From an optimization exercise on the open Yosys and OpenROAD flow, aimed at small area, a short achievable clock period and few clock cycles per item; shortcuts taken in it are not production practice.
Only simulation tests tie the RTL to the original design; equivalence was not proved.

Setup of P:
==> flow/design.v <==
`timescale 1ns/1ps
module sbox(
    input  [63:0] x0, x1, x2, x3, x4,
    output [63:0] n0, n1, n2, n3, n4,
    output [63:0] l0, l1, l2, l3, l4
    );
    assign n0 = x1 & ~(x4 ^ x2 ^ x0);
    assign l0 = x3 ^ x2 ^ x0;
    assign n1 = (x1 | x2 | x3) & ~(x1 & x2 & x3);
    assign l1 = x4 ^ x0;
    assign n2 = x4 & ~x3;
    assign l2 = ~(x2 ^ x1);
    assign n3 = (x4 ^ x3) & ~x0;
    assign l3 = x2 ^ x1 ^ x0;
    assign n4 = x1 & ~(x4 ^ x0);
    assign l4 = x4 ^ x3;
endmodule
`timescale 1ns / 1ps
module linear_sub(
    input  [63:0] n0, n1, n2, n3, n4,
    input  [63:0] l0, l1, l2, l3, l4,
    input  [63:0] k3, k4,
    output [63:0] o0, o1, o2, o3, o4
    );
    function [63:0] ror(input [63:0] x, input integer n);
        ror = (x >> n) | (x << (64 - n));
    endfunction
    function [63:0] sig(input [63:0] x, input integer a, input integer b);
        sig = x ^ ror(x, a) ^ ror(x, b);
    endfunction
    assign o0 = sig(n0, 19, 28) ^ sig(l0, 19, 28);
    assign o1 = sig(n1, 61, 39) ^ sig(l1, 61, 39);
    assign o2 = sig(n2, 1, 6)   ^ sig(l2, 1, 6);
    assign o3 = sig(n3, 10, 17) ^ (sig(l3, 10, 17) ^ k3);
    assign o4 = sig(n4, 7, 41)  ^ (sig(l4, 7, 41) ^ k4);
endmodule
`timescale 1ns / 1ps
module RND_Const(
    input  [63:0] x2_in,
    input  [3:0]  rnd,
    output [63:0] x2_out
);
    wire [3:0] hi = 4'd15 - rnd;
    assign x2_out = x2_in ^ {56'd0, hi, rnd};
endmodule
`timescale 1ns / 1ps
module Perm(
    input  [319:0] S,
    input  [3:0]   rnd,
    input  [63:0]  k3, k4,
    output [319:0] S_out
    );
    wire [63:0] x0, x1, x2, x3, x4;
    assign {x0, x1, x2, x3, x4} = S;
    wire [63:0] c2;
    RND_Const L1(.x2_in(x2), .rnd(rnd), .x2_out(c2));
    wire [63:0] n0, n1, n2, n3, n4, l0, l1, l2, l3, l4;
    sbox L2(.x0(x0), .x1(x1), .x2(c2), .x3(x3), .x4(x4),
            .n0(n0), .n1(n1), .n2(n2), .n3(n3), .n4(n4),
            .l0(l0), .l1(l1), .l2(l2), .l3(l3), .l4(l4));
    linear_sub L3(.n0(n0), .n1(n1), .n2(n2), .n3(n3), .n4(n4),
            .l0(l0), .l1(l1), .l2(l2), .l3(l3), .l4(l4), .k3(k3), .k4(k4),
            .o0(S_out[319:256]), .o1(S_out[255:192]), .o2(S_out[191:128]),
            .o3(S_out[127:64]), .o4(S_out[63:0]));
endmodule
`timescale 1ns / 1ps
module initialization(
    input [127:0] key,
    input [127:0] nonce,
    input clk,
    input rst,
    input start,
    output reg finish,
    output reg [319:0] state
 );
   localparam [63:0] IV = 64'h00001000808c0001;
   reg        busy;
   reg [3:0]  rnd;
   reg        last;    
   wire [127:0] kx = last ? key : 128'd0;
   wire [319:0] nxt;
   Perm P(.S(state), .rnd(rnd), .k3(kx[127:64]), .k4(kx[63:0]), .S_out(nxt));
   always @(posedge clk) begin
      if (rst) begin
         busy   <= 1'b0;
         finish <= 1'b0;
      end else if (start && !busy) begin
         busy   <= 1'b1;
         finish <= 1'b0;
      end else if (busy && last) begin
         busy   <= 1'b0;
         finish <= 1'b1;
      end
   end
   always @(posedge clk) begin
      if (busy) begin
         state <= nxt;
         rnd   <= rnd + 4'd1;
         last  <= (rnd == 4'd10);
      end else if (start) begin
         state <= {IV, key, nonce};
         rnd   <= 4'd0;
         last  <= 1'b0;
      end
   end
endmodule
clock: 5.0 ns
lec_check: 0
cap_margin: 40
core_margin: 2
core_utilization: 35
cts_cluster_diameter: 80
cts_cluster_size: 40
gpl_routability_driven: 0
setup_slack_margin: 2.55
slew_margin: 40
standard.sh (not shown) runs the stock make flow with config.mk's settings and CLKGATE_MAP_FILE= SYNTH_SCRIPT=/design/flow/synth_recipe.tcl, a recipe that flattens the netlist after the stock synthesis.
==> flow/flow/run.sh <==
#!/bin/bash
set -euo pipefail
export BUFFER_PORTS_ARGS="-buffer_cell sky130_fd_sc_hd__buf_2"
bash standard.sh > standard.log 2>&1
P completed end to end with timing, DRC and antenna clean.
Testbench counts of P, summed over its fixed seeds: cycles 5,000, items 384.
Modified inputs, Q compared to P
Settings: CAP_MARGIN now 20, was 40; PLACE_DENSITY now 0.65, previously not set; CORE_UTILIZATION now 55, was 35; SLEW_MARGIN now 20, was 40.
==> notes.md <==
Q finished all stages; the layout is clean.
In the reports for P and Q, the smaller number of filler cells placed in the layout belongs to Q.
Going from P to Q, first-pass GRT wire length fell by about 7%, sequential share of layout area rose by 0.37 points.
P has a lower fraction of area in multi-input gates than Q.
Inputs modified between Q and R:
Settings: SETUP_SLACK_MARGIN: 2.55 -> 2.5; PLACE_DENSITY: 0.65 -> unset; CORE_UTILIZATION: 55 -> 35.
--- outcome ---
R: done, clean on timing, DRC and antenna
Setup slack after placement for R: 0.24 ns down relative to Q
Compared to Q, R has antenna diode count 3 higher.
Via-per-instance ratio was lower in R than in Q.
Re area added between synthesis and finish: R is 0.87 points down on Q.
Fmax was lower in the run labelled Q.
[R] non-clock buffer count fell 33 relative to Q
diff inputs: R => S
Settings: SETUP_SLACK_MARGIN changed from 2.5 to 2.55.
Notes after the runs:
- On global-route wire length before repair, S and R are basically level.
- Taking R as the reference, in S clock period minus worst slack climbed 0.0068 ns; largest fanout on the critical path dropped 1; ratio of final minimum period to clock period barely changed.
- Higher area taken by multi-input logic gates was reported by S, not R.
- Compared with R, S has less setup slack.
- Between S and R, it is S whose share of final-layout standard cells stronger than drive strength 1 is higher, by 2.0 points.
- On standard cell core area, S and R are neck and neck.
- [compare] base=R new=S: total number of nets in the final design now larger.
The following lists how T was set up differently from S:
Settings: a change of SETUP_SLACK_MARGIN from 2.55 to 2.6.
==> flow/flow/run.sh <==
#!/bin/bash
set -euo pipefail
here=$(cd "$(dirname "$0")" && pwd)
export BUFFER_PORTS_ARGS="-buffer_cell sky130_fd_sc_hd__buf_2"
export POST_SYNTH_TCL="$here/post_synth.tcl"
bash standard.sh > standard.log 2>&1
==> flow/flow/post_synth.tcl (new file) <==
# Sourced after the synthesized netlist is loaded (POST_SYNTH hook). Splits
# each 3-input XOR/XNOR cell into two 2-input cells; the input with the least
# slack goes to the second cell, so the late signal passes one gate only.
proc my_split_xor3 { } {
  set db [ord::get_db]
  set block [ord::get_db_block]
  set xor2 [$db findMaster sky130_fd_sc_hd__xor2_1]
  set xnor2 [$db findMaster sky130_fd_sc_hd__xnor2_1]
  set todo {}
  foreach cell [get_cells -hierarchical *] {
    set m [get_property $cell ref_name]
    if { ![regexp {^sky130_fd_sc_hd__x(n?)or3_[0-9]+$} $m -> isn] } { continue }
    set ins {}
    foreach p {A B C} {
      set s [get_property [get_pins -of_objects $cell -filter "lib_pin_name==$p"] slack_max]
      if { ![string is double -strict $s] } { set s 1e30 }
      lappend ins [list $p $s]
    }
    # least slack last
    set ins [lsort -real -decreasing -index 1 $ins]
    lappend todo [list [sta::sta_to_db_inst $cell] $isn [lindex $ins 0 0] [lindex $ins 1 0] [lindex $ins 2 0]]
  }
  set n 0
  foreach t $todo {
    lassign $t inst isn p1 p2 p3
    set name [$inst getName]
    set n1 [[$inst findITerm $p1] getNet]
    set n2 [[$inst findITerm $p2] getNet]
    set n3 [[$inst findITerm $p3] getNet]
    set nx [[$inst findITerm X] getNet]
    odb::dbInst_destroy $inst
    set mid [odb::dbNet_create $block "${name}_xs"]
    set i1 [odb::dbInst_create $block $xor2 "${name}_xa"]
    [$i1 findITerm A] connect $n1
    [$i1 findITerm B] connect $n2
    [$i1 findITerm X] connect $mid
    if { $isn eq "n" } {
      set i2 [odb::dbInst_create $block $xnor2 "${name}_xb"]
      [$i2 findITerm Y] connect $nx
    } else {
      set i2 [odb::dbInst_create $block $xor2 "${name}_xb"]
      [$i2 findITerm X] connect $nx
    }
    [$i2 findITerm A] connect $mid
    [$i2 findITerm B] connect $n3
    incr n
  }
  puts "my_split_xor3: split $n cells"
}
my_split_xor3
Results
- Summary of T over S: routed length on met1 grew by about 1.6%; non-clock buffer area fraction after layout grew by 1.2 points; clock-pin transition on the worst setup and hold timing paths held steady.
- T: all stages complete, timing, DRC and antenna checks passed

Starts from the design.v that is shown in full above.
==> flow/config.mk <==
export PLATFORM = sky130hd
export DESIGN_NAME = initialization
export DESIGN_NICKNAME = initialization
export VERILOG_FILES = /design/flow/design.v
export SDC_FILE = /design/flow/constraint.sdc
export NUM_CORES = 4
export LEC_CHECK = 0
export CAP_MARGIN = 20
export CORE_MARGIN = 2
export CORE_UTILIZATION = 35
export CTS_CLUSTER_DIAMETER = 80
export CTS_CLUSTER_SIZE = 40
export GPL_ROUTABILITY_DRIVEN = 0
export SETUP_SLACK_MARGIN = 2.6
export SLEW_MARGIN = 20
==> flow/constraint.sdc <==
create_clock -name core_clock -period 5.0 [get_ports {clk}]
set_input_delay 1.0000 -clock core_clock [delete_from_list [all_inputs] [get_ports {clk}]]
set_output_delay 1.0000 -clock core_clock [all_outputs]
set_load 0.01 [all_outputs]
==> flow/flow/run.sh <==
#!/bin/bash
set -euo pipefail
here=$(cd "$(dirname "$0")" && pwd)
export BUFFER_PORTS_ARGS="-buffer_cell sky130_fd_sc_hd__buf_2"
export PRE_GLOBAL_ROUTE_TCL="$here/pre_grt.tcl"
export RECOVER_POWER=100
bash standard.sh > standard.log 2>&1
==> flow/flow/pre_grt.tcl <==
# Sourced before global routing. ORFS's recover_power_helper downsizes gates on
# paths with positive slack; run it against a setup uncertainty equal to the
# design's current setup slack, so that only gates off the critical paths are
# downsized and the worst slack at the design's clock is kept.
rename recover_power_helper my_orig_recover_power_helper
proc recover_power_helper { } {
  set ws [worst_slack -max]
  if { $ws <= 0 } { return }
  puts "recover_power_helper: setup uncertainty $ws ns while downsizing"
  set_clock_uncertainty -setup $ws [all_clocks]
  my_orig_recover_power_helper
  unset_clock_uncertainty -setup [all_clocks]
  puts "recover_power_helper: worst slack after downsizing [worst_slack -max]"
}
The baseline ran to the end with no violations.
Testbench counts at the start, summed over its fixed seeds: cycles 5,000, items 384.
Edit:
==> flow/flow/run.sh (replaced) <==
#!/bin/bash
set -euo pipefail
export BUFFER_PORTS_ARGS="-buffer_cell sky130_fd_sc_hd__buf_2"
bash standard.sh > standard.log 2>&1
--- a/flow/config.mk
+++ b/flow/config.mk
@@ -9,7 +9,5 @@
 export CORE_MARGIN = 2
 export CORE_UTILIZATION = 35
-export CTS_CLUSTER_DIAMETER = 80
-export CTS_CLUSTER_SIZE = 40
-export GPL_ROUTABILITY_DRIVEN = 0
-export SETUP_SLACK_MARGIN = 2.6
+export PLACE_DENSITY = 0.8
+export SETUP_SLACK_MARGIN = 2.5
 export SLEW_MARGIN = 20
removed: flow/flow/pre_grt.tcl
=>
- via count climbs slightly
- global-route usage is about the same
- worst setup slack loses 0.027 ns
- register-to-register slack loses 0.03 ns
- flip-flop and latch count stays the same
- routed wire length climbs slightly

[separate check: timing with driven ports]
How much do the figures lean on ideal ports? The routed layouts below were timed once more, with nothing changed but the port constraints.
Step 1, drivers: a clkbuf_16 drives clk and a buf_2 each remaining input, both assumed.
Step 2 times the ports against the registers' clock, not the clock port: input delays grow and output delays shrink by t, the midpoint of the rising clock arrivals with the driver on.
a / b / c = no drivers / after step 1 / after step 2; a / b = the first two.
run	t, ns	setup slack, ns	hold slack, ns
P	0.686	2.427 / 2.427 / 2.278	0.525 / 0.525 / 0.525
Q	0.647	2.364 / 2.364 / 2.362	0.541 / 0.541 / 0.541
R	0.691	2.394 / 2.394 / 2.265	0.549 / 0.536 / 0.549
S	0.685	2.387 / 2.387 / 2.266	0.539 / 0.539 / 0.539
T	0.651	2.476 / 2.472 / 2.259	0.484 / 0.484 / 0.484
the first run of note 2	0.681	2.326 / 2.326 / 2.203	0.533 / 0.533 / 0.533
the second run of note 2	0.652	2.299 / 2.299 / 2.282	0.485 / 0.485 / 0.485
After both steps setup and hold are still met in every run listed. For T, which loses most, drivers alone change the setup slack by -0.004 ns; drivers and shift together by -0.217 ns.
